What follows belongs to an exercise in optimizing a design on an open flow for small area; a production flow would make more cautious choices.
Function was checked by simulation only, so behaviour that the tests miss may differ from the original.
Power and IR drop assume default switching activity.

$ cat design/flow/config.mk
export PLATFORM = sky130hd
export DESIGN_NAME = controller
export DESIGN_NICKNAME = controller
export VERILOG_FILES = /design/flow/design.v
export SDC_FILE = /design/flow/constraint.sdc
export NUM_CORES = 4
export LEC_CHECK = 0
export CAP_MARGIN = 20
export CORE_MARGIN = 2
export CORE_UTILIZATION = 40
export SLEW_MARGIN = 20
$ cat design/flow/constraint.sdc
create_clock -name core_clock -period 20.0 [get_ports {clk}]
set_input_delay 4.0000 -clock core_clock [delete_from_list [all_inputs] [get_ports {clk}]]
set_output_delay 4.0000 -clock core_clock [all_outputs]
set_load 0.01 [all_outputs]
$ cat design/flow/design.v
module FIFO
	#(
		parameter SIZE = 16,
		parameter WORD_LEN = 8
	)
	(
		input										clk,
		input										rst,
		input			[WORD_LEN-1:0]			in,
		input										we,
		input										re,
		output reg	[WORD_LEN-1:0]			out,
		output 									empty
	);
	reg [WORD_LEN-1:0] data [SIZE-1:0];
	reg [$clog2(SIZE)-1:0] rpointer, wpointer;
	assign empty = (rpointer == wpointer);
	always @(posedge clk)
		begin
			if (rst)
			begin
				rpointer <= 0;
				wpointer <= 0;
			end
			else
			begin
				if (we)
				begin
					data[wpointer] <= in;
					wpointer <= wpointer + 1;
				end
				if (re)
				begin
					out <= data[rpointer];
					rpointer <= rpointer + 1;
				end
			end
		end
endmodule
module rx_controller 
	#(
		parameter CLKS_PER_BIT = 5208
	)
	(
		input						clk,
		input						rst,
		input						UART_RXD,
		output	reg [7:0] 	RX_DATA,
		output	reg 			RX_DONE
	);
	parameter IDLE         = 3'b000;
	parameter START = 3'b001;
	parameter DATA = 3'b010;
	parameter STOP 		 = 3'b011;
	parameter CLEANUP      = 3'b100;
	reg [2:0] state;
	reg [15:0] counter;
	reg [2:0]  index;
	always @(posedge clk)
	begin
		if (rst)
		begin
			state <= IDLE;
			counter <= 0;
			index <= 0;
			RX_DONE <= 1'b0;
		end
		else
		case (state)
			IDLE:
				begin
					counter <= 0;
					index <= 0;
					RX_DONE <= 0;
					if (UART_RXD == 1'b0)
						state <= START;
					else
						state <= IDLE;
				end
			START:
				begin
					if (counter == CLKS_PER_BIT/2)
						begin
							if (UART_RXD == 1'b0)
								begin
									counter <= 0;
									state <= DATA;
								end
							else
								state <= IDLE;
						end
					else
						begin
							counter <= counter + 1;
							state <= START;
						end
				end
			DATA:
				begin
					if (counter < CLKS_PER_BIT - 1)
					begin
						counter <= counter + 1;
						state <= DATA;
					end
					else
					begin
						counter <= 0;
						RX_DATA[index] <= UART_RXD;
						if (index < 7)
						begin
							index <= index + 1;
							state <= DATA;
						end
						else
						begin
							index <= 0;
							state <= STOP;
						end
					end
				end
			STOP:
				begin
					if (counter < CLKS_PER_BIT - 1)
					begin
						counter <= counter + 1;
						state <= STOP;
					end
					else
					begin
						counter <= 0;
						state <= CLEANUP;
					end
				end
			CLEANUP:
				begin
					RX_DONE <= 1'b1;
					state <= IDLE;
				end
			default:
				state <= IDLE;
		endcase
	end			
endmodule
module tx_controller 
	#(
		parameter CLKS_PER_BIT = 5208
	)
	(
		input		[7:0]		TX_DATA,
		input					TX_SEND,
		input					clk,
		input					rst,
		output	reg		UART_TXD,
		output	reg		TX_DONE,
		output	reg		TX_BUSY
	);
	parameter IDLE         = 3'b000;
	parameter START = 3'b001;
	parameter DATA = 3'b010;
	parameter STOP 		 = 3'b011;
	parameter CLEANUP      = 3'b100;
	reg [2:0] state;
	reg [15:0] counter;
	reg [2:0]  index;
	always @(posedge clk)
	begin
		if (rst)
		begin
			state <= IDLE;
			counter <= 0;
			index <= 0;
			UART_TXD <= 1'b1;
			TX_DONE <= 1'b0;
			TX_BUSY <= 1'b0;
		end
		else
		case (state)
			IDLE:
				begin
					TX_DONE <= 1'b0;
					counter <= 0;
					index <= 0;
					TX_BUSY <= 0;
					if (TX_SEND == 1'b0)
					begin
						UART_TXD <= 1'b1;
						state <= IDLE;
					end
					else
					begin
						UART_TXD <= 1'b0;
						state <= START;
						TX_BUSY <= 1'b1;
					end
				end
			START:
				begin
					if (counter < CLKS_PER_BIT - 1)
						begin
							counter <= counter + 1;
							UART_TXD <= 1'b0;
							state <= START;
						end
					else
						begin
							counter <= 0;
							state <= DATA;
							index <= 0;
						end
				end
			DATA:
				begin
					UART_TXD <= TX_DATA[index];
					if (counter < CLKS_PER_BIT - 1)
					begin
						counter <= counter + 1;
						state <= DATA;
					end
					else
					begin
						if (index < 7)
						begin
							counter <= 0;
							state <= DATA;
							index <= index + 1;
						end
						else
						begin
							counter <= 0;
							state <= STOP;
							index <= 0;
						end
					end
				end
			STOP:
				begin
					UART_TXD <= 1'b1;
					if (counter < CLKS_PER_BIT - 1)
					begin
						counter <= counter + 1;
						state <= STOP;
					end
					else
					begin
						counter <= 0;
						state <= CLEANUP;
					end
				end
			CLEANUP:
				begin
					TX_DONE <= 1'b1;
					state <= IDLE;
				end
			default:
				begin
					state <= IDLE;
				end
		endcase
	end	
endmodule
module controller
	#(
		parameter CLKS_PER_BIT = 5208,
		parameter FIFO_RX_SIZE = 16,
		parameter FIFO_TX_SIZE = 16
	)
	(
		input							clk,
		input							rst,
		output 						UART_TXD,
		input							UART_RXD,
		input							RE,
		input							WE,
		input			[7:0]			send_data,
		output		[7:0]			receive_data,
		output						rx_empty
	);
	wire [7:0] rx_data, tx_data;
	wire tx_busy, tx_done, rx_done, tx_empty;
	assign tx_done = ~(tx_empty|tx_busy);
	rx_controller #(.CLKS_PER_BIT(CLKS_PER_BIT)) rx (
		.clk(clk),
		.rst(rst),
		.UART_RXD(UART_RXD),
		.RX_DATA(rx_data),
		.RX_DONE(rx_done)
	);
	FIFO #(.SIZE(FIFO_RX_SIZE)) fifo_rx (
		.clk(clk),
		.rst(rst),
		.in(rx_data),
		.we(rx_done),
		.re(RE),
		.out(receive_data),
		.empty(rx_empty)
	);
	FIFO #(.SIZE(FIFO_TX_SIZE)) fifo_tx (
		.clk(clk),
		.rst(rst),
		.in(send_data),
		.we(WE),
		.re(tx_done),
		.out(tx_data),
		.empty(tx_empty)
	);
	tx_controller #(.CLKS_PER_BIT(CLKS_PER_BIT)) tx (
		.clk(clk),
		.rst(rst),
		.TX_SEND(tx_done),
		.UART_TXD(UART_TXD),
		.TX_DATA(tx_data),
		.TX_DONE(),
		.TX_BUSY(tx_busy)
	);
endmodule
$ cat design/flow/run.sh
#!/bin/bash
# synth_recipe.tcl (not shown) runs the flow's synth.tcl, then flattens the netlist and writes it again
# the make line also repeats each setting of config.mk as NAME=value (left out here)
make -C /OpenROAD-flow-scripts/flow DESIGN_CONFIG=/design/flow/config.mk WORK_HOME=/design/flow/orfs CLKGATE_MAP_FILE= SYNTH_SCRIPT=/design/flow/synth_recipe.tcl finish
==> metrics.md, run 1 <==
| Metric | Value |
|---|---|
| Rel. slew slack | 42.73% |
| Yosys reg bits | 343 |
| Worst clock skew | 0.02310 ns |
| Leakage power total | 4.962 nW |
| Final Max Tran Viols | 0 |
| RR Endpoint | rx.RX_DATA[4]$_DFFE_PP_ |
| Outcome | no timing/DRC/antenna violations |
| Synthesized instance count | 830 |
| Worst Setup SP | fifo_rx.rpointer[3]$_SDFFE_PP0P_ |
| RSZ-0062 raised after global routing | false |
| Placed insts | 1,279 |
| Post-synth EDFFs | 280 |
| Yosys cell types | 54 |
| IO Pins | 23 |
| First-pass GRT wire length | 43.03 mm |
| Die Area | 36,480 µm² |
| Crit path max fanout | 10 |
| Final setup viols | 0 |
| Share of layout cells above drive strength 1 | 17.06% |
| Total negative setup slack | 0 ns |
| Hold_ws | 0.4647 ns |
| Final min period | 6.395 ns |
| Post-CTS Setup Inserts | 0 |
| Die W | 191.0 µm |
| R2r setup slk | 17.16 ns |
| Synth Area in Adders | 1.682% |
| # hold bufs at CTS | 0 |
| Worst-Skew Late Latency | 0.51 ns |
| Worst R2R Start | rx.counter[0]$_SDFFE_PP0P_ |
| Clk buf depth | 3 |
| # diodes | 0 |
| DRT Wirelength | 27.45 mm |
| Overflow after GRT | 0 |
| WS Path Type | flip-flop to primary output |
| # DRC | 0 |
| Yosys warns | 3 |
| Highest Clock Rate | 156.4 MHz |
| Max-cap check violation count | 0 |
| Worst Hold Class | flip-flop to flip-flop |
| TritonCTS clock tree | built |
| Compound-gate portion of the synthesized area | 2.666% |
| First-pass DRT Iterations | 5 |
| Commonest register cell after synthesis | edfxtp_1 |
| Area contributors post-synth | edfxtp_1 60%, mux4_2 13%, dfxtp_1 9.0%, nor2_1 1.8%, xor2_1 1.7% |
| CP required | 16.00 ns |
| Num CTS Buffers | 37 |
| Min-delay src | tx.UART_TXD$_SDFFE_PP1P_ |
| Rows | 68 |
| Simple-Gate Fraction of Synth Area | 8.257% |
| Pwr per Cell Area | 102.4 nW/µm² |
| Number of global-route vias before repair | 7,146 |
| Mapped Nets | 861 |
| Reg2reg path depth | 6 |
| Clock transition at path regs | 0.06 ns |
| Synth cell count leaders | 280 x edfxtp_1, 83 x mux4_2, 68 x nor2_1, 63 x dfxtp_1, 39 x nand2_1 |
| Final ANT Viol Nets | 0 |
| Avg Synthesized Cell Area | 16.85 µm² |
| Sequential area share after synthesis | 69.13% |
| Routed vias/inst | 5.194 |
| Initial Util | 40.59% |
| Initial antenna violation count | 0 |
| Top-count cell post-synth | edfxtp_1 |
| Multiplexer share of the synthesized area | 13.88% |
| Die Ht | 191.0 µm |
| Final Hold Viols | 0 |
| Crit share post-route | 31.97% |
| Resized Gates After CTS | 0 |
| Vias | 6,991 |
| Dpl ws | 13.85 ns |
| Tot Pwr | 0.001621 W |
| Hold path depth | 1 |
| Non-filler cells, final | 1,346 |
| Largest family of logic cells by synthesized area | multiplexers |
| GRT Util Overall | 15.62% |
| Post-Synth XOR/XNOR Area | 3.006% |
| Final net count | 894 |
| DR iter-0 viols | 509 |
| TritonCTS Sinks | 343 |
| Global placement routability congestion | 0.7415 |
| Crit path DAT | 2.39 ns |
| CP Launch Type | flip-flop |
| Synthesized cell area | 13,990 µm² |
| I/O Buffers | 22 |
| Synth async-reset ratio | 0% |
| Worst Max-Slew Pin Slew | 0.8482 ns |
| H-tree depth | 2 |
| Worst vdd ir | 0.07113 mV |
| Layout fillers | 2,965 |
| Dpl hpwl | 17.25 mm |
| Avg WL per Cell | 20.40 µm |
| Root buffer cell | clkbuf_16 |
| Final WS setup | 13.61 ns |
| Cell taking the most area after synthesis | edfxtp_1 |
| Min-Delay Endpoint | tx.UART_TXD$_SDFFE_PP1P_ |
| Largest net degree at the start of global routing | 43 |
| Placeable Area | 34,460 µm² |
| Area grow syn2layout | 13.11% |
| Synth top area share | 60.11% |
| Nature of the critical path endpoint | primary output |
[cells in the final DEF, fill, tap and decap left out, types with 15 or more instances in the layout]
cell / count
inv_1: 15
nor2_1: 68
xnor2_1: 21
o21ai_0: 17
ha_1: 18
nor3_1: 15
dfxtp_1: 61
and2_1: 34
xor2_1: 27
nand2_1: 39
edfxtp_1: 280
clkdlybuf4s50_1: 21
clkbuf_16: 37
mux4_2: 83
nand4_1: 19
[worst max path at each step]
stage | endpoint | slack, ns | cells after the start
6_report | rx_empty | 13.61 | 3
5_1_grt | rx_empty | 13.44 | 3
4_1_cts | rx_empty | 13.49 | 3
3_5_place_dp | fifo_tx.data[1][4]$_DFFE_PP_ | 13.85 | 4
3_3_place_gp | fifo_tx.data[1][4]$_DFFE_PP_ | 13.91 | 4
2_1_floorplan | rx_empty | 14.52 | 4
[power by group]
part	internal (W)	total, W	switching [W]	leakage [nW]
sequential	0.000786	0.000795	0.00000890	3.03
combinational	0.0000886	0.000183	0.0000943	1.36
clock	0.000376	0.000643	0.000267	0.562
[cell families after synthesis]
kind of cell | after synthesis
buffers and inverters | 48
DFF | 343
and+or+nand+nor | 228
xor gates and xnor gates | 48
adders and majority gates | 19
muxes | 90
AOI/OAI and AO/OA | 54
[final cells by class]
type                    instances  area (µm²)  area share (%)
flip-flops and latches        343        9672           61.13
clock buffers                  48       987.2           6.240
multi-input cells             439        4125           26.07
well taps                     455       569.3           3.598
clock inverters                19       158.9           1.004
repair buffers                 27       252.7           1.597
inverters                      15       56.30          0.3559
[through the flow]
step / util (%) / area (µm²)
global placement: 42.59 / 14680
floorplan: - / 13990
finish: 45.92 / 15820
CTS: 45.92 / 15820
global route: 45.92 / 15820
detailed placement: 42.59 / 14680
[flip-flops by register name, summed over array words and instances, names as in the netlist, 8 cells and up]
signal,cells
rx.RX_DATA,8
fifo_tx.data,128
rx.counter,16
fifo_rx.out,8
tx.counter,16
fifo_tx.out,8
fifo_rx.data,128
[critical path, stage by stage (launching register included)]
cell	delay, ns
dfxtp_1	0.72
xor2_1	0.14
nor4_1	0.39
clkdlybuf4s50_1	0.63
[layer usage]
layer | GRT usage [%] | up-vias | wire (µm)
li1 | - | 3293 | -
met1 | 21.88 | 3530 | 12550
met2 | 25.36 | 128 | 13270
met3 | 2.515 | 40 | 1057
met4 | 4.353 | 0 | 578
met5 | 0 | - | 0
==> run 2: changes to the inputs <==
==> design/flow/design.v (replaced) <==
module rx_ring
	(
		input				clk,
		input				rst,
		input				UART_RXD,
		input				RE,
		output	[7:0]	receive_data,
		output			rx_empty
	);
	localparam [8:0] TICKS = 9'd324;	 
	localparam [8:0] HALF  = 9'd165;	 
	reg  [127:0] ring;
	reg  [3:0]   cq;		 
	reg  [3:0]   hp;		 
	reg  [3:0]   bitn;		 
	reg  [8:0]   tick;
	wire [7:0] last = ring[127:120];
	wire       tap = (cq == 4'd0);
	wire       bnd = (tick == TICKS);
	wire       idle = (bitn == 4'd0);
	wire       shift = tap & bnd & (bitn >= 4'd2) & (bitn <= 4'd9);
	wire       complete = shift & (bitn == 4'd9);
	assign receive_data = ring[8*hp +: 8];
	assign rx_empty = (hp == cq);
	always @(posedge clk) begin
		ring <= {ring[119:0], shift ? {UART_RXD, last[7:1]} : last};
		if (rst) begin
			cq <= 4'd0;
			hp <= 4'd0;
			bitn <= 4'd0;
			tick <= 9'd0;
		end else begin
			if (!complete)
				cq <= cq + 4'd1;
			if (!RE)
				hp <= hp + 4'd1;
			if (tap) begin
				if (idle) begin
					if (!UART_RXD) begin
						bitn <= 4'd1;
						tick <= HALF;
					end
				end else if (bnd) begin
					tick <= 9'd0;
					bitn <= (bitn == 4'd10) ? 4'd0 : bitn + 4'd1;
				end else
					tick <= tick + 9'd1;
			end
		end
	end
endmodule
module tx_ring
	(
		input				clk,
		input				rst,
		input				WE,
		input		[7:0]	send_data,
		output	reg		UART_TXD
	);
	localparam [127:0] INV = {8{16'hff00}};
	localparam [8:0]   TICKS = 9'd324;	 
	reg  [127:0] ring;
	reg  [3:0]   wq;		 
	reg  [3:0]   rq;		 
	reg          sweep;		 
	reg  [3:0]   bitn;		 
	reg  [8:0]   tick;
	wire [127:0] v = ring ^ INV;
	wire [7:0]   last = v[127:120];
	wire         tap = (rq == 4'd0);
	wire         bnd = (tick == TICKS);
	wire         idle = (bitn == 4'd0);
	wire         go = tap & idle & (wq != rq);
	wire         shift = tap & bnd & (bitn >= 4'd1) & (bitn <= 4'd8);
	wire         done = tap & bnd & (bitn == 4'd10);
	wire         clr = rst | sweep;
	wire [7:0] head = clr ? 8'd0 : (shift ? {1'b0, last[7:1]} : last);
	reg [127:0] vn;
	integer p;
	always @(*) begin
		vn[7:0] = head | (send_data & {8{WE & (wq == 4'd0)}});
		for (p = 1; p < 16; p = p + 1)
			vn[8*p +: 8] = v[8*(p-1) +: 8] | (send_data & {8{WE & (wq == p)}});
	end
	always @(posedge clk) begin
		ring <= vn ^ INV;
		if (rst) begin
			wq <= 4'd1;
			rq <= 4'd1;
			sweep <= 1'b1;
			bitn <= 4'd0;
			tick <= 9'd0;
			UART_TXD <= 1'b1;
		end else begin
			if (!WE)
				wq <= wq + 4'd1;
			if (!done)
				rq <= rq + 4'd1;
			if (rq == 4'd15)
				sweep <= 1'b0;
			if (go) begin
				bitn <= 4'd1;
				tick <= 9'd0;
				UART_TXD <= 1'b0;
			end else if (tap & !idle) begin
				if (bnd) begin
					tick <= 9'd0;
					bitn <= done ? 4'd0 : bitn + 4'd1;
					UART_TXD <= shift ? last[0] : 1'b1;
				end else
					tick <= tick + 9'd1;
			end
		end
	end
endmodule
module controller
	#(
		parameter CLKS_PER_BIT = 5208,
		parameter FIFO_RX_SIZE = 16,
		parameter FIFO_TX_SIZE = 16
	)
	(
		input							clk,
		input							rst,
		output 						UART_TXD,
		input							UART_RXD,
		input							RE,
		input							WE,
		input			[7:0]			send_data,
		output		[7:0]			receive_data,
		output						rx_empty
	);
	wire [7:0] tx_rd;
	tx_ring tx (
		.clk(clk),
		.rst(rst),
		.WE(WE),
		.send_data(send_data),
		.UART_TXD(UART_TXD)
	);
	rx_ring rx (
		.clk(clk),
		.rst(rst),
		.UART_RXD(UART_RXD),
		.RE(RE),
		.receive_data(receive_data),
		.rx_empty(rx_empty)
	);
endmodule
==> metrics.md, run 2 <==
| Metric | Value |
|---|---|
| Rows | 57 (-16%) |
| Crit share post-route | 34.84% (+2.9 points) |
| Slowest cell on crit path | mux4_2 |
| CP delay by family, top | multiplexers |
| Synth top area share | 60.75% (+0.64 points) |
| Top flop regs | rx.ring: 128 flops, tx.ring: 128 flops |
| Worst vdd ir | 0.06549 mV (-7.9%) |
| Initial antenna violation count | 0 (unchanged) |
| # DRC | 0 (unchanged) |
| Hold_ws | 0.3435 ns (-0.1212 ns) |
| GRT Util Overall | 13.69% (-1.9 points) |
| Outcome | no timing/DRC/antenna violations |
| Cell taking the most area after synthesis | dfxtp_1 |
| Num CTS Buffers | 29 (-22%) |
| Synthesized instance count | 861 (+3.7%) |
| Sequential area share after synthesis | 60.75% (-8.4 points) |
| Resized Gates After CTS | 0 (unchanged) |
| Final min period | 6.967 ns (+0.5722 ns) |
| Final setup viols | 0 (unchanged) |
| CP required | 16.00 ns (about the same) |
| DR iter-0 viols | 350 (-31%) |
| Worst Max-Slew Pin Slew | 0.7871 ns (-0.06110 ns) |
| Root buffer cell | clkbuf_16 |
| WS Path Type | flip-flop to primary output |
| Nature of the critical path endpoint | primary output |
| # diodes | 0 (unchanged) |
| CP cell instances | buf_4 -> mux4_2 -> mux4_2 -> clkdlybuf4s50_1 |
| Mapped Nets | 892 (+3.6%) |
| Slowest stage delay, CP | 0.58 ns (-0.14 ns) |
| RSZ-0062 raised after global routing | false |
| Area contributors post-synth | dfxtp_1 61%, mux4_2 9.1%, nand2_1 5.0%, a21oi_1 4.1%, ha_1 2.3% |
| Initial Util | 40.65% (+0.057 points) |
| Layout fillers | 2,208 (-26%) |
| I/O Buffers | 22 (unchanged) |
| Final net count | 893 (-0.11%) |
| Total negative setup slack | 0 ns (unchanged) |
| Yosys reg bits | 300 (-13%) |
| Post-synth EDFFs | 0 (-100%) |
| Simple-Gate Fraction of Synth Area | 13.68% (+5.4 points) |
| Crit path DAT | 2.97 ns (+0.58 ns) |
| TritonCTS clock tree | built |
| First-pass GRT wire length | 29.73 mm (-31%) |
| Highest Clock Rate | 143.5 MHz (-8.2%) |
| CP bufs+invs | 2 (+1) |
| Synthesized cell area | 9886 µm² (-29%) |
| Compound-gate portion of the synthesized area | 7.062% (+4.4 points) |
| Most used cell, CP | mux4_2 |
| Most frequent cells in the layout | 299 x dfxtp_1, 133 x nand2_1, 80 x a21oi_1 |
| Top-count cell post-synth | dfxtp_1 |
| Clock transition at path regs | 0.06 ns (about the same) |
| Commonest register cell after synthesis | dfxtp_1 |
| Worst-Skew Late Latency | 0.53 ns (+0.02 ns) |
| Synth cell count leaders | 300 x dfxtp_1, 133 x nand2_1, 80 x a21oi_1, 43 x clkbuf_1, 40 x mux4_2 |
| Vias | 5,901 (-16%) |
| Rel. slew slack | 47.45% (+4.7 points) |
| Commonest non-fill, non-tap cell in the layout | dfxtp_1 |
| Dpl hpwl | 10.89 mm (-37%) |
| Placeable Area | 24,320 µm² (-29%) |
| Share of layout cells above drive strength 1 | 13.01% (-4.1 points) |
| First-pass DRT Iterations | 5 (unchanged) |
| Global placement routability congestion | 0.7703 (+3.9%) |
| DRT Wirelength | 17.18 mm (-37%) |
| Clk buf depth | 3 (unchanged) |
| Die W | 161.2 µm (-16%) |
| Tot Pwr | 0.001305 W (-19%) |
| Synth Area in Adders | 2.278% (+0.60 points) |
| Area grow syn2layout | 14.63% |
| Die Area | 25,990 µm² (-29%) |
| CP Launch Type | flip-flop |
| Post-CTS Setup Inserts | 0 (unchanged) |
| Multiplexer share of the synthesized area | 10.83% (-3.0 points) |
| Largest net degree at the start of global routing | 35 (-19%) |
| Overflow after GRT | 0 (unchanged) |
| Final ANT Viol Nets | 0 (unchanged) |
| Layout Utilization | 46.60% (+0.68 points) |
| Avg Synthesized Cell Area | 11.48 µm² (-32%) |
| IO Pins | 23 (unchanged) |
| Avg WL per Cell | 14.22 µm (-30%) |
| Max-cap check violation count | 0 (unchanged) |
| Worst Hold Class | flip-flop to flip-flop |
| Routed vias/inst | 4.885 (-5.9%) |
| Die Ht | 161.2 µm (-16%) |
| Number of global-route vias before repair | 5,844 (-18%) |
| Synth async-reset ratio | 0% (unchanged) |
| Pwr per Cell Area | 115.2 nW/µm² (+12%) |
| Post-Synth XOR/XNOR Area | 2.392% (-0.61 points) |
| Yosys warns | 2 (-1) |
| Final Max Tran Viols | 0 (unchanged) |
| Crit path max fanout | 34 (+24) |
| Leakage power total | 4.512 nW (-9.1%) |
| Worst clock skew | 0.009167 ns (-0.01393 ns) |
| H-tree depth | 1 (-1) |
| Final Hold Viols | 0 (unchanged) |
| Largest family of logic cells by synthesized area | simple AND/OR/NAND/NOR gates |
| TritonCTS Sinks | 300 (-13%) |
| Yosys cell types | 57 (+5.6%) |
| # hold bufs at CTS | 0 (unchanged) |
==> run 2: cell types whose count changed after synthesis, sizes merged, moves of 9 or more <==
cell / previous run / this run
edfxtp: 280 / 0
dfxtp: 63 / 300
a21oi: 13 / 80
nor2: 68 / 33
clkbuf: 20 / 43
xor2: 27 / 18
nand4: 19 / 9
and2: 34 / 17
nand2: 39 / 133
mux4: 83 / 40
xnor2: 21 / 9
==> run 2: where the power goes <==
group	internal (W)	leakage (nW)	switching, W
Sequential	0.000643	2.45	0.0000188
Clock	0.000356	0.511	0.000219
Combinational	0.0000297	1.55	0.0000395
Total	0.00103	4.51	0.000277
==> run 2: cells by family (layout without fill, tap and decap cells) <==
| group | Yosys count | count (layout) |
|---|---|---|
| fa+ha+maj | 18 | 18 |
| compound gates | 119 | 119 |
| mux | 53 | 53 |
| xor+xnor | 27 | 27 |
| flops | 300 | 300 |
| simple gates | 272 | 272 |
| buf+inv | 72 | 95 |
==> run 2: cell type report <==
| class | instances | area, µm² | area share (%) |
|---|---|---|---|
| Clock inverter | 13 | 192.7 | 1.700 |
| Multi-Input combinational cell | 489 | 3583 | 31.62 |
| Timing Repair Buffer | 25 | 242.7 | 2.142 |
| Sequential cell | 300 | 6007 | 53.01 |
| Clock buffer | 40 | 837.1 | 7.387 |
| Inverter | 17 | 63.81 | 0.5631 |
| Tap cell | 324 | 405.4 | 3.577 |
==> run 2: path summary, 6_finish.rpt <==
check	start	to	slack [ns]	cells after the start
max reg2reg	tx.rq[0]$_SDFFE_PP1N_	tx.ring[6]$_DFF_P_	17.58	6
min reg2reg	rx.ring[15]$_DFF_P_	rx.ring[23]$_DFF_P_	0.34	0
max	rx.hp[0]$_SDFFE_PP0N_	receive_data[4]	13.03	4
min	rx.ring[15]$_DFF_P_	rx.ring[23]$_DFF_P_	0.34	0
==> run 2: worst register-to-register path: stages, from the launching register on <==
cell	delay [ns]
dfxtp_1	0.34
inv_1	0.10
ha_1	0.17
nor3b_2	0.58
and3_1	0.47
nand2_1	0.24
a221o_1	0.39
==> run 2: metrics by stage <==
stage	setup WS, ns	cell area (µm²)	cells
after floorplan	14.14	9886	861
after global placement	13.55	10300	1155
after detailed placement	13.52	10300	1155
after CTS	12.95	11330	1208
after global routing	12.85	11330	1208
final	13.03	11330	1208
==> run 2: layer usage <==
layer | up-vias | GRT usage (%) | part of all wire (%)
met5 | - | 0 | 0
met4 | 0 | 3.612 | 2.2
met3 | 29 | 2.440 | 3.6
met2 | 78 | 22.55 | 46
met1 | 2818 | 18.71 | 48
li1 | 2976 | - | -
==> run 3: changes to the inputs <==
==> design/flow/design.v (replaced) <==
module rx_ring
	(
		input				clk,
		input				rst,
		input				tick,
		input				UART_RXD,
		input				RE,
		output	[7:0]	receive_data,
		output			rx_empty
	);
	reg  [127:0] ring;
	reg  [3:0]   cq;		 
	reg  [3:0]   hp;		 
	reg  [3:0]   bitn;		 
	reg  [3:0]   sub;		 
	reg          pend;		 
	wire [7:0] last = ring[127:120];
	wire       tap = (cq == 4'd0);
	wire       bnd = tick & (sub == 4'd12);
	wire       idle = (bitn == 4'd0);
	wire       shift = tap & pend;
	wire       complete = shift & (bitn == 4'd10);
	assign receive_data = ring[8*hp +: 8];
	assign rx_empty = (hp == cq);
	always @(posedge clk) begin
		ring <= {ring[119:0], shift ? {UART_RXD, last[7:1]} : last};
		if (rst) begin
			cq <= 4'd0;
			hp <= 4'd0;
			bitn <= 4'd0;
			sub <= 4'd0;
			pend <= 1'b0;
		end else begin
			if (!complete)
				cq <= cq + 4'd1;
			if (!RE)
				hp <= hp + 4'd1;
			if (shift)
				pend <= 1'b0;
			if (tick) begin
				if (idle) begin
					if (!UART_RXD) begin
						bitn <= 4'd1;
						sub <= 4'd7;
					end
				end else if (bnd) begin
					sub <= 4'd0;
					bitn <= (bitn == 4'd10) ? 4'd0 : bitn + 4'd1;
					if (bitn >= 4'd2 && bitn <= 4'd9)
						pend <= 1'b1;
				end else
					sub <= sub + 4'd1;
			end
		end
	end
endmodule
module tx_ring
	(
		input				clk,
		input				rst,
		input				WE,
		input		[7:0]	send_data,
		output	reg		UART_TXD,
		output			tick
	);
	localparam [127:0] INV = {8{16'hff00}};
	reg  [127:0] ring;
	reg  [3:0]   wq;		 
	reg  [3:0]   rq;		 
	reg          sweep;		 
	reg  [4:0]   pre;		 
	reg  [3:0]   bitn;		 
	reg  [3:0]   sub;		 
	wire [127:0] v = ring ^ INV;
	wire [7:0]   last = v[127:120];
	wire         tap = (rq == 4'd0);
	assign       tick = tap & (pre == 5'd24);
	wire         bnd = tick & (sub == 4'd12);
	wire         idle = (bitn == 4'd0);
	wire         go = tick & idle & (wq != rq);
	wire         shift = bnd & (bitn >= 4'd1) & (bitn <= 4'd8);
	wire         done = bnd & (bitn == 4'd10);
	wire         clr = rst | sweep;
	wire [7:0] head = clr ? 8'd0 : (shift ? {1'b0, last[7:1]} : last);
	reg [127:0] vn;
	integer p;
	always @(*) begin
		vn[7:0] = head | (send_data & {8{WE & (wq == 4'd0)}});
		for (p = 1; p < 16; p = p + 1)
			vn[8*p +: 8] = v[8*(p-1) +: 8] | (send_data & {8{WE & (wq == p)}});
	end
	always @(posedge clk) begin
		ring <= vn ^ INV;
		if (rst) begin
			wq <= 4'd1;
			rq <= 4'd1;
			sweep <= 1'b1;
			pre <= 5'd0;
			bitn <= 4'd0;
			sub <= 4'd0;
			UART_TXD <= 1'b1;
		end else begin
			if (!WE)
				wq <= wq + 4'd1;
			if (!done)
				rq <= rq + 4'd1;
			if (rq == 4'd15)
				sweep <= 1'b0;
			if (tap)
				pre <= tick ? 5'd0 : pre + 5'd1;
			if (go) begin
				bitn <= 4'd1;
				sub <= 4'd0;
				UART_TXD <= 1'b0;
			end else if (tick & !idle) begin
				if (bnd) begin
					sub <= 4'd0;
					bitn <= done ? 4'd0 : bitn + 4'd1;
					UART_TXD <= shift ? last[0] : 1'b1;
				end else
					sub <= sub + 4'd1;
			end
		end
	end
endmodule
module controller
	#(
		parameter CLKS_PER_BIT = 5208,
		parameter FIFO_RX_SIZE = 16,
		parameter FIFO_TX_SIZE = 16
	)
	(
		input							clk,
		input							rst,
		output 						UART_TXD,
		input							UART_RXD,
		input							RE,
		input							WE,
		input			[7:0]			send_data,
		output		[7:0]			receive_data,
		output						rx_empty
	);
	wire tick;
	tx_ring tx (
		.clk(clk),
		.rst(rst),
		.WE(WE),
		.send_data(send_data),
		.UART_TXD(UART_TXD),
		.tick(tick)
	);
	rx_ring rx (
		.clk(clk),
		.rst(rst),
		.tick(tick),
		.UART_RXD(UART_RXD),
		.RE(RE),
		.receive_data(receive_data),
		.rx_empty(rx_empty)
	);
endmodule
--- a/design/flow/config.mk
+++ b/design/flow/config.mk
@@ -7,5 +7,6 @@
 export LEC_CHECK = 0
 export CAP_MARGIN = 20
 export CORE_MARGIN = 2
-export CORE_UTILIZATION = 40
+export CORE_UTILIZATION = 60
+export CTS_BUF_LIST = sky130_fd_sc_hd__clkbuf_2 sky130_fd_sc_hd__clkbuf_4 sky130_fd_sc_hd__clkbuf_8
 export SLEW_MARGIN = 20
==> metrics.md, run 3 <==
| Metric | Value |
|---|---|
| Highest Clock Rate | 143.6 MHz (about the same) |
| Worst-Skew Late Latency | 0.56 ns (+0.03 ns) |
| Num CTS Buffers | 46 (+59%) |
| Worst vdd ir | 0.07567 mV (+16%) |
| Area contributors post-synth | dfxtp_1 62%, mux4_2 9.4%, nand2_1 4.8%, a21oi_1 3.7%, ha_1 2.6% |
| Switching Share | 21.66% (+0.44 points) |
| # hold bufs at CTS | 0 (unchanged) |
| Top-count cell post-synth | dfxtp_1 |
| IO Pins | 23 (unchanged) |
| Synthesized cell area | 9563 µm² (-3.3%) |
| First-pass DRT Iterations | 4 (-1) |
| CP required | 16.00 ns (about the same) |
| Overflow after GRT | 0 (unchanged) |
| Dpl hpwl | 10.79 mm (-0.93%) |
| Rows | 46 (-19%) |
| Final min period | 6.966 ns (-0.001200 ns) |
| Post-DP Area | 9869 µm² (-4.2%) |
| Resized Gates After CTS | 0 (unchanged) |
| Number of global-route vias before repair | 5,892 (+0.82%) |
| Die Area | 16,960 µm² (-35%) |
| Crit path DAT | 2.97 ns (about the same) |
| Yosys reg bits | 296 (-1.3%) |
| Post-synth EDFFs | 0 (unchanged) |
| Final Hold Viols | 0 (unchanged) |
| Synthesized instance count | 822 (-4.5%) |
| TritonCTS clock tree | built |
| Crit path max fanout | 36 (+5.9%) |
| Rel. slew slack | 37.89% (-9.6 points) |
| Non-filler cells, final | 1,090 (-9.8%) |
| Area grow syn2layout | 13.86% |
| Largest net degree at the start of global routing | 39 (+11%) |
| First-pass GRT wire length | 28.55 mm (-3.9%) |
| Clock transition at path regs | 0.06 ns (about the same) |
| Yosys cell types | 58 (+1.8%) |
| Psw | 0.0002669 W (-3.6%) |
| Synth async-reset ratio | 0% (unchanged) |
| Clk buf depth | 3 (unchanged) |
| Synth cell count leaders | 296 x dfxtp_1, 122 x nand2_1, 71 x a21oi_1, 51 x clkbuf_1, 40 x mux4_2 |
| Flop pwr share | 52.7% (+2.0 points) |
| Final setup viols | 0 (unchanged) |
| CP Launch Type | flip-flop |
| Die W | 130.2 µm (-19%) |
| Clk pwr share | 42.8% (-1.2 points) |
| Logic pwr share | 4.5% (-0.8 points) |
| Most frequent cells in the layout | 295 x dfxtp_1, 122 x nand2_1, 71 x a21oi_1 |
| Top flop regs | rx.ring: 128 flops, tx.ring: 128 flops, tx.pre: 5 flops |
| Leakage power total | 4.407 nW (-2.3%) |
| Global placement routability congestion | 0.8243 (+7.0%) |
| # DRC | 0 (unchanged) |
| Share of layout cells above drive strength 1 | 16.82% (+3.8 points) |
| GRT Util Overall | 21.22% (+7.5 points) |
| Final ANT Viol Nets | 0 (unchanged) |
| Yosys warns | 2 (unchanged) |
| Synth top area share | 61.97% (+1.2 points) |
| Worst clock skew | 0.01912 ns (+0.009953 ns) |
| WS Path Type | flip-flop to primary output |
| Root buffer cell | clkbuf_8 |
| Post-Layout Inst Area | 10,890 µm² (-3.9%) |
| Nature of the critical path endpoint | primary output |
| Post-CTS Setup Inserts | 0 (unchanged) |
| # diodes | 0 (unchanged) |
| Total negative setup slack | 0 ns (unchanged) |
| Commonest non-fill, non-tap cell in the layout | dfxtp_1 |
| RSZ-0062 raised after global routing | false |
| Avg Synthesized Cell Area | 11.63 µm² (+1.3%) |
| Crit share post-route | 34.83% (about the same) |
| Initial antenna violation count | 0 (unchanged) |
| Sequential area share after synthesis | 61.97% (+1.2 points) |
| I/O Buffers | 22 (unchanged) |
| Worst Max-Slew Pin Slew | 0.9231 ns (+0.1360 ns) |
| Placeable Area | 15,710 µm² (-35%) |
| Vias | 5,841 (-1.0%) |
| Pwr per Cell Area | 113.2 nW/µm² (-1.7%) |
| TritonCTS Sinks | 296 (-1.3%) |
| Placed insts | 1,007 (-13%) |
| Mapped Nets | 855 (-4.1%) |
| H-tree depth | 2 (+1) |
| Pint | 0.0009657 W (-6.1%) |
| Layout Utilization | 69.29% (+23 points) |
| Final Max Tran Viols | 0 (unchanged) |
| DR iter-0 viols | 232 (-34%) |
| Outcome | no timing/DRC/antenna violations |
| Die Ht | 130.2 µm (-19%) |
| Worst Hold Class | flip-flop to flip-flop |
| Cell taking the most area after synthesis | dfxtp_1 |
| Max-cap check violation count | 0 (unchanged) |
| Final net count | 872 (-2.4%) |
| DRT Wirelength | 17.00 mm (-1.0%) |
| Commonest register cell after synthesis | dfxtp_1 |
| Routed vias/inst | 5.359 (+9.7%) |
| Avg WL per Cell | 15.60 µm (+9.7%) |
| Initial Util | 60.86% (+20 points) |
==> run 3: per-layer routing <==
layer	up-vias	GRT usage [%]	wire length [µm]
li1	2861	-	-
met1	2826	27.24	7784
met2	117	35.20	8093
met3	37	4.346	698
met4	0	9.045	422
met5	-	0	0
==> run 3: layout make-up <==
type / instances / area [µm²]
Clock buffer: 78 / 973.4
Clock inverter: 5 / 45.04
Fill cell: 1182 / 4825
Inverter: 19 / 71.32
Multi-Input combinational cell: 450 / 3351
Sequential cell: 296 / 5927
Tap cell: 216 / 270.3
Timing Repair Buffer: 26 / 250.2
==> run 3: power groups by stage <==
| stage | Clock (W) | Sequential [W] | Combinational (W) |
|---|---|---|---|
| 2_1_floorplan | 0 | 0.000656 | 0.0000444 |
| 3_3_place_gp | 0 | 0.000662 | 0.0000547 |
| 3_5_place_dp | 0 | 0.000662 | 0.0000569 |
| 4_1_cts | 0.000542 | 0.000649 | 0.0000572 |
| 5_1_grt | 0.000572 | 0.000653 | 0.0000636 |
| 6_report | 0.000527 | 0.000649 | 0.0000560 |
==> run 3: per-stage QoR <==
step / worst slack [ns] / hold WS (ns) / total power (W)
finish: 13.03 / 0.3380 / 0.001233
global route: 12.85 / 0.3523 / 0.001288
global placement: 13.57 / 0.3329 / 0.0007165
floorplan: 13.96 / 0.3259 / 0.0007004
CTS: 12.95 / 0.3457 / 0.001249
detailed placement: 13.54 / 0.3352 / 0.0007186
==> run 3: cell families after synthesis <==
kind of cell | count (synthesis) | synth area share (%)
AND/OR/NAND/NOR | 241 | 12.09
flip-flops | 296 | 61.97
AO/OA/AOI/OAI | 110 | 6.948
XOR/XNOR | 26 | 2.381
multiplexers | 53 | 10.89
adder cells (fa/ha/maj) | 20 | 2.617
buffers and inverters | 76 | 3.114
==> run 3: worst paths after layout <==
check | cells past startpoint | to | from | slack [ns]
max reg2reg | 6 | tx.ring[4]$_DFF_P_ | tx.pre[0]$_SDFFE_PP0P_ | 17.29
min | 0 | rx.ring[123]$_DFF_P_ | rx.ring[115]$_DFF_P_ | 0.34
min reg2reg | 0 | rx.ring[123]$_DFF_P_ | rx.ring[115]$_DFF_P_ | 0.34
max | 4 | receive_data[3] | rx.hp[0]$_SDFFE_PP0N_ | 13.03
==> run 3: critical path, stage by stage, from the launching register on <==
cell             delay, ns
dfxtp_2               0.31
buf_4                 0.52
mux4_2                0.58
mux4_2                0.49
clkdlybuf4s50_1       0.50
==> run 4: changes to the inputs <==
--- a/design/flow/config.mk
+++ b/design/flow/config.mk
@@ -8,5 +8,6 @@
 export CAP_MARGIN = 20
 export CORE_MARGIN = 2
 export CORE_UTILIZATION = 60
-export CTS_BUF_LIST = sky130_fd_sc_hd__clkbuf_2 sky130_fd_sc_hd__clkbuf_4 sky130_fd_sc_hd__clkbuf_8
+export CTS_BUF_LIST = sky130_fd_sc_hd__clkbuf_4
+export CTS_CLUSTER_SIZE = 30
 export SLEW_MARGIN = 20
==> metrics.md, run 4 <==
| Metric | Value |
|---|---|
| Hold path depth | 0 (unchanged) |
| Psw | 0.0002604 W (-2.4%) |
| Placeable Area | 15,710 µm² (unchanged) |
| Sequential area share after synthesis | 61.97% (unchanged) |
| Leakage power total | 4.395 nW (-0.27%) |
| Clock transition at path regs | 0.07 ns (about the same) |
| Vias | 5,937 (+1.6%) |
| Hold_ws | 0.3231 ns (-0.01484 ns) |
| Worst R2R Start | tx.pre[0]$_SDFFE_PP0P_ |
| Yosys warns | 2 (unchanged) |
| Final net count | 898 (+3.0%) |
| Switching Share | 21.87% (+0.22 points) |
| CP Launch Type | flip-flop |
| Post-synth EDFFs | 0 (unchanged) |
| Die Area | 16,960 µm² (unchanged) |
| DRT Wirelength | 17.13 mm (+0.75%) |
| Mapped Nets | 855 (unchanged) |
| Flop pwr share | 54.5% (+1.8 points) |
| Commonest non-fill, non-tap cell in the layout | dfxtp_1 |
| Worst clock skew | 0.03217 ns (+0.01305 ns) |
| Dpl hpwl | 10.79 mm (unchanged) |
| Root buffer cell | clkbuf_4 |
| Total negative setup slack | 0 ns (unchanged) |
| Avg WL per Cell | 15.28 µm (-2.0%) |
| Most used cell, CP | mux4_2 |
| I/O Buffers | 22 (unchanged) |
| Post-CTS Setup Inserts | 0 (unchanged) |
| Logic pwr share | 4.7% (+0.2 points) |
| Commonest register cell after synthesis | dfxtp_1 |
| Routed vias/inst | 5.296 (-1.2%) |
| Rows | 46 (unchanged) |
| Synth async-reset ratio | 0% (unchanged) |
| GRT Util Overall | 21.67% (+0.45 points) |
| Die W | 130.2 µm (unchanged) |
| Final Hold Viols | 0 (unchanged) |
| Final WS setup | 12.95 ns (-0.08660 ns) |
| Pwr per Cell Area | 110.6 nW/µm² (-2.3%) |
| Nature of the critical path endpoint | primary output |
| Area grow syn2layout | 12.57% |
| Max-cap check violation count | 0 (unchanged) |
| Most frequent cells in the layout | 295 x dfxtp_1, 122 x nand2_1, 103 x clkbuf_4 |
| Num CTS Buffers | 72 (+57%) |
| Number of global-route vias before repair | 6,126 (+4.0%) |
| H-tree depth | 3 (+1) |
| Worst-Skew Late Latency | 0.65 ns (+0.09 ns) |
| Worst Max-Slew Pin Slew | 0.9236 ns (+0.0005534 ns) |
| Share of layout cells above drive strength 1 | 19.03% (+2.2 points) |
| Yosys reg bits | 296 (unchanged) |
| Area contributors post-synth | dfxtp_1 62%, mux4_2 9.4%, nand2_1 4.8%, a21oi_1 3.7%, ha_1 2.6% |
| Cell taking the most area after synthesis | dfxtp_1 |
| Crit share post-route | 35.26% (+0.43 points) |
| RSZ-0062 raised after global routing | false |
| Min-delay src | rx.ring[34]$_DFF_P_ |
| Die Ht | 130.2 µm (unchanged) |
| Slowest cell on crit path | mux4_2 |
| Min-Delay Endpoint | rx.ring[42]$_DFF_P_ |
| Worst Hold Class | flip-flop to flip-flop |
| CP required | 16.00 ns (about the same) |
| Outcome | no timing/DRC/antenna violations |
| RR Endpoint | tx.ring[4]$_DFF_P_ |
| Final min period | 7.053 ns (+0.08660 ns) |
| Final ANT Viol Nets | 0 (unchanged) |
| Highest Clock Rate | 141.8 MHz (-1.2%) |
| Top-count cell post-synth | dfxtp_1 |
| # hold bufs at CTS | 0 (unchanged) |
| # DRC | 0 (unchanged) |
| Resized Gates After CTS | 0 (unchanged) |
| Crit path max fanout | 36 (unchanged) |
| Clk pwr share | 40.8% (-2.0 points) |
| DR iter-0 viols | 209 (-9.9%) |
| Largest net degree at the start of global routing | 39 (unchanged) |
| Dpl ws | 13.54 ns (unchanged) |
| Synthesized instance count | 822 (unchanged) |
| Global placement routability congestion | 0.8243 (unchanged) |
| TritonCTS Sinks | 296 (unchanged) |
| Overflow after GRT | 0 (unchanged) |
| Layout fillers | 1,211 (+2.5%) |
| First-pass GRT wire length | 28.96 mm (+1.4%) |
| Tot Pwr | 0.001191 W (-3.4%) |
| R2r setup slk | 17.31 ns (+0.02 ns) |
| Rel. slew slack | 37.86% (about the same) |
| TritonCTS clock tree | built |
| Synth cell count leaders | 296 x dfxtp_1, 122 x nand2_1, 71 x a21oi_1, 51 x clkbuf_1, 40 x mux4_2 |
| CP cell instances | buf_4 -> mux4_2 -> mux4_2 -> clkdlybuf4s50_1 |
| Reg2reg path depth | 6 (unchanged) |
| Synth top area share | 61.97% (unchanged) |
| Avg Synthesized Cell Area | 11.63 µm² (unchanged) |
| Initial Util | 60.86% (unchanged) |
| Synthesized cell area | 9563 µm² (unchanged) |
| Clk buf depth | 3 (unchanged) |
| Crit path DAT | 3.05 ns (+0.08 ns) |
| Final Max Tran Viols | 0 (unchanged) |
| IO Pins | 23 (unchanged) |
| Slowest stage delay, CP | 0.58 ns (about the same) |
| WS Path Type | flip-flop to primary output |
| Final setup viols | 0 (unchanged) |
| Worst vdd ir | 0.07186 mV (-5.0%) |
| Initial antenna violation count | 1 (+1) |
| First-pass DRT Iterations | 5 (+1) |
| Layout Utilization | 68.51% (-0.78 points) |
| Yosys cell types | 58 (unchanged) |
| Pint | 0.0009301 W (-3.7%) |
| Top flop regs | rx.ring: 128 flops, tx.ring: 128 flops, tx.pre: 5 flops |
## run 4: logic make-up after synthesis
kind of cell	synth area share, %
muxes	10.89
DFF	61.97
and+or+nand+nor	12.09
xor gates and xnor gates	2.381
buffers and inverters	3.114
AOI/OAI and AO/OA	6.948
adders and majority gates	2.617
## run 4: worst max-delay path: cells and delay by family (launching register included)
| family | cells | cell delay [ns] |
|---|---|---|
| muxes | 2 | 1.07 |
| buffers and inverters | 2 | 1.03 |
| DFF | 1 | 0.31 |
## run 4: per-layer routing
metal	vias up	part of all wire, %	global-route usage (%)
li1	2937	-	-
met1	2865	45	26.99
met2	106	49	35.42
met3	29	4.1	6.232
met4	0	1.9	9.488
met5	-	0	0
## run 4: area by class of cell
cell class / instances / area (µm²) / area share, %
tap: 216 / 270.3 / 2.510
sequential: 296 / 5927 / 55.06
clock buffer: 103 / 773.2 / 7.183
timing repair buffer: 26 / 250.2 / 2.325
inverter: 19 / 71.32 / 0.6625
antenna: 1 / 2.502 / 0.02325
clock inverter: 10 / 120.1 / 1.116
multi-input combinational: 450 / 3351 / 31.13
## run 4: power by group through the flow
| stage | Sequential (W) | Clock, W | Combinational [W] |
|---|---|---|---|
| finish | 0.000649 | 0.000486 | 0.0000562 |
| global route | 0.000652 | 0.000536 | 0.0000636 |
| CTS | 0.000649 | 0.000502 | 0.0000572 |
| detailed placement | 0.000662 | 0 | 0.0000569 |
| global placement | 0.000662 | 0 | 0.0000547 |
| floorplan | 0.000656 | 0 | 0.0000444 |
## run 4: stage by stage
step                area (µm²)  std cells
global placement          9864       1007
global route             10770       1121
finish                   10770       1121
detailed placement        9869       1007
floorplan                 9563        822
CTS                      10760       1120
## run 4: worst max path at each step
stage	slack (ns)	to	from	cells after the start
finish	12.95	receive_data[3]	rx.hp[0]$_SDFFE_PP0N_	4
global route	12.74	receive_data[6]	rx.hp[0]$_SDFFE_PP0N_	4
CTS	12.85	receive_data[3]	rx.hp[0]$_SDFFE_PP0N_	4
detailed placement	13.54	receive_data[5]	rx.hp[0]$_SDFFE_PP0N_	4
global placement	13.57	receive_data[5]	rx.hp[0]$_SDFFE_PP0N_	4
floorplan	13.96	receive_data[1]	rx.hp[0]$_SDFFE_PP0N_	4
==> run 5: changes to the inputs <==
--- a/design/flow/config.mk
+++ b/design/flow/config.mk
@@ -8,6 +8,7 @@
 export CAP_MARGIN = 20
 export CORE_MARGIN = 2
 export CORE_UTILIZATION = 60
-export CTS_BUF_LIST = sky130_fd_sc_hd__clkbuf_4
+export CTS_BUF_LIST = sky130_fd_sc_hd__clkbuf_16
+export CTS_CLUSTER_DIAMETER = 80
 export CTS_CLUSTER_SIZE = 30
 export SLEW_MARGIN = 20
==> metrics.md, run 5 <==
| Metric | Value |
|---|---|
| Outcome | no timing/DRC/antenna violations |
| Top flop regs | rx.ring: 128 flops, tx.ring: 128 flops, tx.pre: 5 flops |
| Clk pwr share | 31.0% (-9.8 points) |
| Worst vdd ir | 0.06704 mV (-6.7%) |
| Yosys cell types | 58 (unchanged) |
| Psw | 0.0002238 W (-14%) |
| Post-synth EDFFs | 0 (unchanged) |
| Tot Pwr | 0.001021 W (-14%) |
| Synthesized instance count | 822 (unchanged) |
| Crit share post-route | 34.62% (-0.64 points) |
| Num CTS Buffers | 14 (-81%) |
| RR Endpoint | tx.ring[4]$_DFF_P_ |
| Final Hold Viols | 0 (unchanged) |
| Clk buf depth | 3 (unchanged) |
| Die Area | 16,960 µm² (unchanged) |
| Die Ht | 130.2 µm (unchanged) |
| Worst clock skew | 0.02940 ns (-0.002767 ns) |
| Synth cell count leaders | 296 x dfxtp_1, 122 x nand2_1, 71 x a21oi_1, 51 x clkbuf_1, 40 x mux4_2 |
| R2r setup slk | 17.24 ns (-0.07 ns) |
| First-pass GRT wire length | 27.60 mm (-4.7%) |
| Cell taking the most area after synthesis | dfxtp_1 |
| Post-CTS Setup Inserts | 0 (unchanged) |
| GRT Util Overall | 20.23% (-1.4 points) |
| Min-delay src | rx.ring[75]$_DFF_P_ |
| Dpl hpwl | 10.79 mm (unchanged) |
| Rows | 46 (unchanged) |
| Area contributors post-synth | dfxtp_1 62%, mux4_2 9.4%, nand2_1 4.8%, a21oi_1 3.7%, ha_1 2.6% |
| Worst R2R Start | tx.pre[0]$_SDFFE_PP0P_ |
| Final ANT Viol Nets | 0 (unchanged) |
| Area grow syn2layout | 7.510% |
| # hold bufs at CTS | 0 (unchanged) |
| Flop pwr share | 63.5% (+9.0 points) |
| Highest Clock Rate | 144.4 MHz (+1.9%) |
| Min-Delay Endpoint | rx.ring[83]$_DFF_P_ |
| Resized Gates After CTS | 0 (unchanged) |
| IO Pins | 23 (unchanged) |
| Pint | 0.0007974 W (-14%) |
| Yosys reg bits | 296 (unchanged) |
| CP Launch Type | flip-flop |
| Global placement routability congestion | 0.8243 (unchanged) |
| Mapped Nets | 855 (unchanged) |
| Leakage power total | 4.069 nW (-7.4%) |
| Rel. slew slack | 38.57% (+0.71 points) |
| Overflow after GRT | 0 (unchanged) |
| Worst-Skew Late Latency | 0.49 ns (-0.16 ns) |
| Avg Synthesized Cell Area | 11.63 µm² (unchanged) |
| Worst Max-Slew Pin Slew | 0.9131 ns (-0.01055 ns) |
| Switching Share | 21.91% (+0.040 points) |
| Yosys warns | 2 (unchanged) |
| Initial Util | 60.86% (unchanged) |
| Synth async-reset ratio | 0% (unchanged) |
| Top-count cell post-synth | dfxtp_1 |
| Nature of the critical path endpoint | primary output |
| Clock transition at path regs | 0.11 ns (+0.04 ns) |
| TritonCTS Sinks | 296 (unchanged) |
| Reg2reg path depth | 6 (unchanged) |
| Avg WL per Cell | 16.12 µm (+5.5%) |
| Crit path max fanout | 36 (unchanged) |
| Crit path DAT | 2.92 ns (-0.13 ns) |
| I/O Buffers | 22 (unchanged) |
| First-pass DRT Iterations | 5 (unchanged) |
| Final net count | 840 (-6.5%) |
| Hold path depth | 0 (unchanged) |
| Pwr per Cell Area | 99.33 nW/µm² (-10%) |
| Hold_ws | 0.3392 ns (+0.01611 ns) |
| H-tree depth | 1 (-2) |
| Sequential area share after synthesis | 61.97% (unchanged) |
| Largest net degree at the start of global routing | 39 (unchanged) |
| Commonest register cell after synthesis | dfxtp_1 |
| DRT Wirelength | 16.51 mm (-3.6%) |
| Most frequent cells in the layout | 295 x dfxtp_1, 122 x nand2_1, 71 x a21oi_1 |
| Final setup viols | 0 (unchanged) |
| TritonCTS clock tree | built |
| Layout fillers | 1,216 (+0.41%) |
| Synthesized cell area | 9563 µm² (unchanged) |
| Max-cap check violation count | 0 (unchanged) |
| Commonest non-fill, non-tap cell in the layout | dfxtp_1 |
| Number of global-route vias before repair | 5,577 (-9.0%) |
| Share of layout cells above drive strength 1 | 10.02% (-9.0 points) |
| Placeable Area | 15,710 µm² (unchanged) |
| Initial antenna violation count | 0 (-1) |
| # DRC | 0 (unchanged) |
| CP required | 16.00 ns (about the same) |
| WS Path Type | flip-flop to primary output |
| Final min period | 6.924 ns (-0.1287 ns) |
| RSZ-0062 raised after global routing | false |
| Final Max Tran Viols | 0 (unchanged) |
| Vias | 5,593 (-5.8%) |
| Synth top area share | 61.97% (unchanged) |
| Routed vias/inst | 5.462 (+3.1%) |
| DR iter-0 viols | 225 (+7.7%) |
| # diodes | 0 (-1) |
| Worst Hold Class | flip-flop to flip-flop |
| Total negative setup slack | 0 ns (unchanged) |
| Logic pwr share | 5.5% (+0.8 points) |
| Root buffer cell | clkbuf_16 |
| Die W | 130.2 µm (unchanged) |
-- run 5: cell types whose count changed in the layout (fill, tap and decap cells not counted), sizes merged --
cell	before	now
clkinvlp	1	0
clkbuf	103	15
bufinv	3	0
inv	20	21
clkinv	5	0
diode	1	0
-- run 5: how the worst max path moves through the flow --
stage / end / startpoint / cells after the start / slack, ns
6_report: receive_data[3] / rx.hp[0]$_SDFFE_PP0N_ / 4 / 13.08
5_1_grt: receive_data[6] / rx.hp[0]$_SDFFE_PP0N_ / 4 / 12.90
4_1_cts: receive_data[3] / rx.hp[0]$_SDFFE_PP0N_ / 4 / 13.02
3_5_place_dp: receive_data[5] / rx.hp[0]$_SDFFE_PP0N_ / 4 / 13.54
3_3_place_gp: receive_data[5] / rx.hp[0]$_SDFFE_PP0N_ / 4 / 13.57
2_1_floorplan: receive_data[1] / rx.hp[0]$_SDFFE_PP0N_ / 4 / 13.96
-- run 5: stage by stage --
step | setup slack (ns) | instances | utilization, % | cell area [µm²]
4_1_cts | 13.02 | 1024 | 65.43 | 10280
3_5_place_dp | 13.54 | 1007 | 62.81 | 9869
2_1_floorplan | 13.96 | 822 | - | 9563
3_3_place_gp | 13.57 | 1007 | 62.78 | 9864
5_1_grt | 12.90 | 1024 | 65.43 | 10280
6_report | 13.08 | 1024 | 65.43 | 10280
-- run 5: worst max-delay path, cell delays in order, from the launching register on --
cell             delay, ns
dfxtp_2               0.33
buf_4                 0.52
mux4_2                0.58
mux4_2                0.49
clkdlybuf4s50_1       0.50
-- run 5: power groups by stage --
stage          logic [W]  registers [W]  clock network [W]
6_report       0.0000562       0.000648           0.000317
2_1_floorplan  0.0000444       0.000656                  0
5_1_grt        0.0000637       0.000652           0.000349
3_3_place_gp   0.0000547       0.000662                  0
3_5_place_dp   0.0000569       0.000662                  0
4_1_cts        0.0000572       0.000648           0.000327
-- run 5: layout make-up --
class                   count  area, µm²  share of cell area, %
clock inverters             2      36.28                 0.3529
well taps                 216      270.3                  2.629
repair buffers             26      250.2                  2.434
multi-input cells         450       3351                  32.59
flip-flops and latches    296       5927                  57.65
inverters                  19      71.32                 0.6937
clock buffers              15      375.4                  3.651
-- run 5: logic make-up (layout without fill, tap and decap cells) --
group	Yosys count	after routing	synth area share [%]
muxes	53	53	10.89
AOI/OAI and AO/OA	110	110	6.948
adders and majority gates	20	20	2.617
xor gates and xnor gates	26	26	2.381
and+or+nand+nor	241	241	12.09
DFF	296	296	61.97
buffers and inverters	76	62	3.114
-- run 5: per-layer routing --
layer / GRT usage, % / routed length (µm) / part of all wire [%] / up-vias
li1: - / - / - / 2766
met1: 27.19 / 7703 / 47 / 2728
met2: 34.80 / 8022 / 49 / 78
met3: 3.075 / 538 / 3.3 / 21
met4: 4.807 / 242 / 1.5 / 0
met5: 0 / 0 / 0 / -
==> run 6: changes to the inputs <==
--- a/design/flow/config.mk
+++ b/design/flow/config.mk
@@ -8,7 +8,7 @@
 export CAP_MARGIN = 20
 export CORE_MARGIN = 2
 export CORE_UTILIZATION = 60
-export CTS_BUF_LIST = sky130_fd_sc_hd__clkbuf_16
-export CTS_CLUSTER_DIAMETER = 80
-export CTS_CLUSTER_SIZE = 30
+export CTS_BUF_LIST = sky130_fd_sc_hd__clkbuf_8
+export CTS_CLUSTER_DIAMETER = 60
+export CTS_CLUSTER_SIZE = 20
 export SLEW_MARGIN = 20
==> metrics.md, run 6 <==
| Metric | Value |
|---|---|
| Yosys warns | 2 (unchanged) |
| Avg Synthesized Cell Area | 11.63 µm² (unchanged) |
| Worst-Skew Late Latency | 0.53 ns (+0.04 ns) |
| Highest Clock Rate | 143.6 MHz (-0.58%) |
| Crit path DAT | 2.96 ns (+0.04 ns) |
| Final Hold Viols | 0 (unchanged) |
| I/O Buffers | 22 (unchanged) |
| Final min period | 6.964 ns (+0.04070 ns) |
| Final setup viols | 0 (unchanged) |
| Final net count | 845 (+0.60%) |
| Crit share post-route | 34.82% (+0.20 points) |
| # DRC | 0 (unchanged) |
| Hold path depth | 0 (unchanged) |
| Root buffer cell | clkbuf_8 |
| Die Ht | 130.2 µm (unchanged) |
| Global placement routability congestion | 0.8243 (unchanged) |
| Placeable Area | 15,710 µm² (unchanged) |
| Worst clock skew | 0.01101 ns (-0.01839 ns) |
| Mapped Nets | 855 (unchanged) |
| Rel. slew slack | 37.97% (-0.59 points) |
| Die Area | 16,960 µm² (unchanged) |
| Leakage power total | 4.035 nW (-0.82%) |
| RSZ-0062 raised after global routing | false |
| # diodes | 0 (unchanged) |
| TritonCTS Sinks | 296 (unchanged) |
| Vias | 5,617 (+0.43%) |
| GRT Util Overall | 20.22% (about the same) |
| TritonCTS clock tree | built |
| Resized Gates After CTS | 0 (unchanged) |
| Met2 Usage GRT | 34.22% (-0.59 points) |
| First-pass GRT wire length | 27.51 mm (-0.33%) |
| CP Launch Type | flip-flop |
| Die W | 130.2 µm (unchanged) |
| Synth cell count leaders | 296 x dfxtp_1, 122 x nand2_1, 71 x a21oi_1, 51 x clkbuf_1, 40 x mux4_2 |
| Hold_ws | 0.3463 ns (+0.007090 ns) |
| Worst Max-Slew Pin Slew | 0.9270 ns (+0.01388 ns) |
| Worst vdd ir | 0.07493 mV (+12%) |
| Initial Util | 60.86% (unchanged) |
| Post-CTS Setup Inserts | 0 (unchanged) |
| # hold bufs at CTS | 0 (unchanged) |
| Dpl hpwl | 10.79 mm (unchanged) |
| Routed vias/inst | 5.448 (-0.25%) |
| DRT Wirelength | 16.46 mm (-0.32%) |
| Synth async-reset ratio | 0% (unchanged) |
| IO Pins | 23 (unchanged) |
| Synthesized cell area | 9563 µm² (unchanged) |
| DR iter-0 viols | 237 (+5.3%) |
| Top flop regs | rx.ring: 128 flops, tx.ring: 128 flops, tx.pre: 5 flops |
| Yosys cell types | 58 (unchanged) |
| Clk buf depth | 3 (unchanged) |
| Synth top area share | 61.97% (unchanged) |
| Number of global-route vias before repair | 5,576 (-0.018%) |
| Area grow syn2layout | 6.686% |
| Nature of the critical path endpoint | primary output |
| Area contributors post-synth | dfxtp_1 62%, mux4_2 9.4%, nand2_1 4.8%, a21oi_1 3.7%, ha_1 2.6% |
| Commonest register cell after synthesis | dfxtp_1 |
| Overflow after GRT | 0 (unchanged) |
| Synthesized instance count | 822 (unchanged) |
| Avg WL per Cell | 15.96 µm (-0.99%) |
| Most frequent cells in the layout | 295 x dfxtp_1, 122 x nand2_1, 71 x a21oi_1 |
| First-pass DRT Iterations | 4 (-1) |
| Outcome | no timing/DRC/antenna violations |
| Reg2reg path depth | 6 (unchanged) |
| Yosys reg bits | 296 (unchanged) |
| Total negative setup slack | 0 ns (unchanged) |
| Initial antenna violation count | 0 (unchanged) |
| Crit path max fanout | 36 (unchanged) |
| Met1 GRT Util | 27.14% (-0.047 points) |
| Cell taking the most area after synthesis | dfxtp_1 |
| Commonest non-fill, non-tap cell in the layout | dfxtp_1 |
| Rows | 46 (unchanged) |
| Post-synth EDFFs | 0 (unchanged) |
| Pwr per Cell Area | 96.40 nW/µm² (-3.0%) |
| Worst Hold Class | flip-flop to flip-flop |
| CP required | 16.00 ns (about the same) |
| Max-cap check violation count | 0 (unchanged) |
| GR met3 Demand/Resource | 3.116% (+0.041 points) |
| Sequential area share after synthesis | 61.97% (unchanged) |
| Share of layout cells above drive strength 1 | 10.80% (+0.77 points) |
| Final ANT Viol Nets | 0 (unchanged) |
| Final Max Tran Viols | 0 (unchanged) |
| Top-count cell post-synth | dfxtp_1 |
| WS Path Type | flip-flop to primary output |
| Num CTS Buffers | 19 (+5) |
| H-tree depth | 1 (unchanged) |
| Largest net degree at the start of global routing | 39 (unchanged) |
| Layout fillers | 1,219 (+0.25%) |
| Clock transition at path regs | 0.11 ns (about the same) |
| Busiest grt layer | met2 |
## run 6: cell counts after synthesis
No cell type changed its count.
## run 6: per-stage QoR
stage               setup WS, ns  instance area [µm²]  std cells  util [%]  total power [W]
finish                     13.04                10200       1031     64.93        0.0009835
detailed placement         13.54                 9869       1007     62.81        0.0007186
floorplan                  13.96                 9563        822         -        0.0007004
global placement           13.57                 9864       1007     62.78        0.0007165
global route               12.84                10200       1031     64.93         0.001028
CTS                        12.95                10200       1031     64.93        0.0009943
## run 6: routing by layer
| metal | part of all wire [%] | vias up |
|---|---|---|
| met5 | 0 | - |
| met4 | 1.8 | 0 |
| met3 | 3.5 | 29 |
| met2 | 48 | 86 |
| met1 | 47 | 2733 |
| li1 | - | 2769 |
## run 6: worst paths after layout
kind,end,start,slack (ns)
max,receive_data[5],rx.hp[0]$_SDFFE_PP0N_,13.04
min reg2reg,rx.ring[79]$_DFF_P_,rx.ring[71]$_DFF_P_,0.35
max reg2reg,tx.ring[5]$_DFF_P_,tx.pre[0]$_SDFFE_PP0P_,17.28
min,rx.ring[79]$_DFF_P_,rx.ring[71]$_DFF_P_,0.35
## run 6: critical path, stage by stage, from the launching register on
cell and delay (ns):
dfxtp_2 0.33, buf_4 0.52, mux4_2 0.60, mux4_2 0.48, clkdlybuf4s50_1 0.49
## run 6: cells by family (layout without fill, tap and decap cells)
family | Yosys count | after routing | synth area share [%]
and+or+nand+nor | 241 | 241 | 12.09
adders and majority gates | 20 | 20 | 2.617
AOI/OAI and AO/OA | 110 | 110 | 6.948
DFF | 296 | 296 | 61.97
xor gates and xnor gates | 26 | 26 | 2.381
buffers and inverters | 76 | 69 | 3.114
muxes | 53 | 53 | 10.89
## run 6: report_power, final
| part | internal [W] | leakage (nW) | switching (W) |
|---|---|---|---|
| Combinational | 0.0000247 | 1.45 | 0.0000312 |
| Clock | 0.000107 | 0.169 | 0.000173 |
| Sequential | 0.000633 | 2.42 | 0.0000155 |
| Total | 0.000764 | 4.04 | 0.000219 |
## run 6: cell type report
| type | count | area, µm² | share of cell area (%) |
|---|---|---|---|
| multi-input combinational | 450 | 3351 | 32.84 |
| timing repair buffer | 26 | 250.2 | 2.453 |
| inverter | 19 | 71.32 | 0.6990 |
| tap | 216 | 270.3 | 2.649 |
| clock buffer | 20 | 275.3 | 2.698 |
| sequential | 296 | 5927 | 58.09 |
| clock inverter | 4 | 57.56 | 0.5641 |

[what the ideal ports hide]
How much do the figures lean on ideal ports? The routed layouts below were timed once more, with nothing changed but the port constraints.
Step 1 sets driving cells, clkbuf_16 on the clock port and buf_2 on the other inputs (assumed; they add their load-dependent delay and slew).
Step 2 moves the port delays by t, midway between the first and last clock arrival at a register: inputs arrive t later, outputs are due t later. That takes back most of the time a late clock gives input paths.
Three values: no drivers, after step 1, after step 2; two values: the first two.
run | shift t [ns] | slack for setup (ns) | worst setup path after step 2 | worst data-port slew with drivers (ns) | pins driven straight from the clock port
run 1 | 0.553 | 13.605 / 13.555 / 13.788 | input to register | 0.03 | 1
run 2 | 0.569 | 13.033 / 12.988 / 13.557 | register to output | 0.04 | 1
run 3 | 0.586 | 13.034 / 12.996 / 13.582 | register to output | 0.04 | 1
run 4 | 0.665 | 12.947 / 12.910 / 13.574 | register to output | 0.04 | 1
run 5 | 0.522 | 13.076 / 13.032 / 13.554 | register to output | 0.04 | 1
run 6 | 0.561 | 13.036 / 12.998 / 13.559 | register to output | 0.04 | 1
After both steps every run listed still meets setup and hold.
